Background: an optimization exercise with open tools, aiming at small area. Do not read the settings as production practice. The RTL was checked by simulation tests, not by an equivalence proof against the original design.

==> inputs of job 5389 <==
## text_driver_80x60
module text_driver_80x60 (
  input CLK_50MHz,
  input RESET,
  input [7:0] CHAR,
  input WE,
  output [12:0] DISP_ADDR,  
  output [7:0] DISP_DATA,
  output DISP_WE
  );
==> flow/config.mk <==
export PLATFORM = sky130hd
export DESIGN_NAME = text_driver_80x60
export DESIGN_NICKNAME = text_driver_80x60
export VERILOG_FILES = /design/flow/design.v
export SDC_FILE = /design/flow/constraint.sdc
export NUM_CORES = 4
export LEC_CHECK = 0
export ABC_AREA = 1
export CAP_MARGIN = 10
export CORE_MARGIN = 2
export CORE_UTILIZATION = 50
export PLACE_DENSITY = 0.7
export SLEW_MARGIN = 10
export SYNTH_MEMORY_MAX_BITS = 16384
==> flow/constraint.sdc <==
create_clock -name core_clock -period 10.0 [get_ports {CLK_50MHz}]
set_input_delay 2.0000 -clock core_clock [delete_from_list [all_inputs] [get_ports {CLK_50MHz}]]
set_output_delay 2.0000 -clock core_clock [all_outputs]
set_load 0.01 [all_outputs]
standard.sh (not shown) runs the stock make flow with config.mk's settings and CLKGATE_MAP_FILE= SYNTH_SCRIPT=/design/flow/synth_recipe.tcl, a recipe that flattens the netlist after the stock synthesis.
==> flow/flow/run.sh <==
#!/bin/bash
# The standard layout with these changes:
#  - synthesis maps the logic with an area-oriented ABC script
#    (flow/abc_area.script) in place of ORFS's, and leaves adders to ABC
#    (no ADDER_MAP_FILE) instead of mapping them to full/half-adder cells;
#  - clock tree synthesis uses clkbuf_8 for the leaf clusters, clkbuf_16
#    above them, and inserts no dummy loads;
#  - every input and output port is buffered with buf_1 (the standard flow
#    picks a larger buffer).
set -euo pipefail
rm -rf scripts_area
cp -r "$FLOW_HOME/scripts" scripts_area
cp flow/abc_area.script scripts_area/abc_area.script
bash standard.sh SCRIPTS_DIR="$PWD/scripts_area" ADDER_MAP_FILE= synth > synth.log 2>&1
CTS="-sink_clustering_enable -repair_clock_nets -sink_clustering_size 18 -sink_clustering_max_diameter 50"
CTS="$CTS -buf_list {sky130_fd_sc_hd__clkbuf_16 sky130_fd_sc_hd__clkbuf_8} -root_buf sky130_fd_sc_hd__clkbuf_16"
CTS="$CTS -sink_clustering_buffer sky130_fd_sc_hd__clkbuf_8 -dont_use_dummy_load"
bash standard.sh CTS_ARGS="$CTS" \
  BUFFER_PORTS_ARGS="-inputs -outputs -buffer_cell sky130_fd_sc_hd__buf_1" > layout.log 2>&1
==> flow/flow/abc_area.script <==
&get -n
&st
&deepsyn -T 30
&dch -f
&nf -a
&st
&deepsyn -T 30
&dch -f
&nf -a
&put
topo
==> inputs of job 309, as changes to job 5389 <==
--- a/flow/flow/run.sh
+++ b/flow/flow/run.sh
@@ -12,7 +12,7 @@
 cp -r "$FLOW_HOME/scripts" scripts_area
 cp flow/abc_area.script scripts_area/abc_area.script
 bash standard.sh SCRIPTS_DIR="$PWD/scripts_area" ADDER_MAP_FILE= synth > synth.log 2>&1
-CTS="-sink_clustering_enable -repair_clock_nets -sink_clustering_size 18 -sink_clustering_max_diameter 50"
+CTS="-sink_clustering_enable -repair_clock_nets -sink_clustering_size 15 -sink_clustering_max_diameter 50"
 CTS="$CTS -buf_list {sky130_fd_sc_hd__clkbuf_16 sky130_fd_sc_hd__clkbuf_8} -root_buf sky130_fd_sc_hd__clkbuf_16"
 CTS="$CTS -sink_clustering_buffer sky130_fd_sc_hd__clkbuf_8 -dont_use_dummy_load"
 bash standard.sh CTS_ARGS="$CTS" \
CORE_UTILIZATION = 45   (was 50)
CTS_BUF_LIST = sky130_fd_sc_hd__clkbuf_8 sky130_fd_sc_hd__clkbuf_4   (was not set)
CTS_CLUSTER_DIAMETER = 60   (was not set)
CTS_CLUSTER_SIZE = 30   (was not set)
PLACE_DENSITY = not set   (was 0.7)
==> inputs of job 3589, as changes to job 5389 <==
--- a/flow/flow/run.sh
+++ b/flow/flow/run.sh
@@ -12,7 +12,7 @@
 cp -r "$FLOW_HOME/scripts" scripts_area
 cp flow/abc_area.script scripts_area/abc_area.script
 bash standard.sh SCRIPTS_DIR="$PWD/scripts_area" ADDER_MAP_FILE= synth > synth.log 2>&1
-CTS="-sink_clustering_enable -repair_clock_nets -sink_clustering_size 18 -sink_clustering_max_diameter 50"
+CTS="-sink_clustering_enable -repair_clock_nets -sink_clustering_size 15 -sink_clustering_max_diameter 50"
 CTS="$CTS -buf_list {sky130_fd_sc_hd__clkbuf_16 sky130_fd_sc_hd__clkbuf_8} -root_buf sky130_fd_sc_hd__clkbuf_16"
 CTS="$CTS -sink_clustering_buffer sky130_fd_sc_hd__clkbuf_8 -dont_use_dummy_load"
 bash standard.sh CTS_ARGS="$CTS" \
CORE_UTILIZATION = 45   (was 50)
GPL_TIMING_DRIVEN = 0   (was not set)
PLACE_DENSITY = not set   (was 0.7)
==> inputs of job 2915, as changes to job 5389 <==
--- a/flow/flow/run.sh
+++ b/flow/flow/run.sh
@@ -12,7 +12,7 @@
 cp -r "$FLOW_HOME/scripts" scripts_area
 cp flow/abc_area.script scripts_area/abc_area.script
 bash standard.sh SCRIPTS_DIR="$PWD/scripts_area" ADDER_MAP_FILE= synth > synth.log 2>&1
-CTS="-sink_clustering_enable -repair_clock_nets -sink_clustering_size 18 -sink_clustering_max_diameter 50"
+CTS="-sink_clustering_enable -repair_clock_nets -sink_clustering_size 16 -sink_clustering_max_diameter 45"
 CTS="$CTS -buf_list {sky130_fd_sc_hd__clkbuf_16 sky130_fd_sc_hd__clkbuf_8} -root_buf sky130_fd_sc_hd__clkbuf_16"
 CTS="$CTS -sink_clustering_buffer sky130_fd_sc_hd__clkbuf_8 -dont_use_dummy_load"
 bash standard.sh CTS_ARGS="$CTS" \
PLACE_DENSITY = not set   (was 0.7)
==> summary of the runs <==
In synthesized cell count, job 2915 and job 5389 do not differ.
In critical path depth, job 2915 and job 5389 do not differ.
The highest utilization belongs to job 5389, the lowest to job 309.
Worst setup slack, lowest first: job 3589, job 5389, job 309, job 2915.
Of job 5389 and job 2915, job 5389 has the higher global-route usage (gap 0.78 points).

re-timing with driven ports:
The results above use ideal ports. As a check the final layouts listed here were re-extracted and re-timed, cells and wires unchanged.
Step 1, drivers: a clkbuf_16 drives CLK_50MHz and a buf_2 each remaining input, both assumed.
Step 2 times the ports against the registers' clock, not the clock port: input delays grow and output delays shrink by t, the midpoint of the rising clock arrivals with the driver on.
Slacks: no drivers / after step 1 / after step 2; pairs: no drivers / after step 1.
run | t, ns | setup WS [ns] | worst slew at a driven data input, ns
job 5389 | 0.618 | 1.645 / 1.645 / 1.645 | 0.03
job 309 | 0.635 | 2.076 / 2.076 / 2.076 | 0.03
job 3589 | 0.616 | 0.953 / 0.953 / 0.953 | 0.03
job 2915 | 0.629 | 2.197 / 2.197 / 2.197 | 0.03
After both steps every run listed still meets setup and hold.
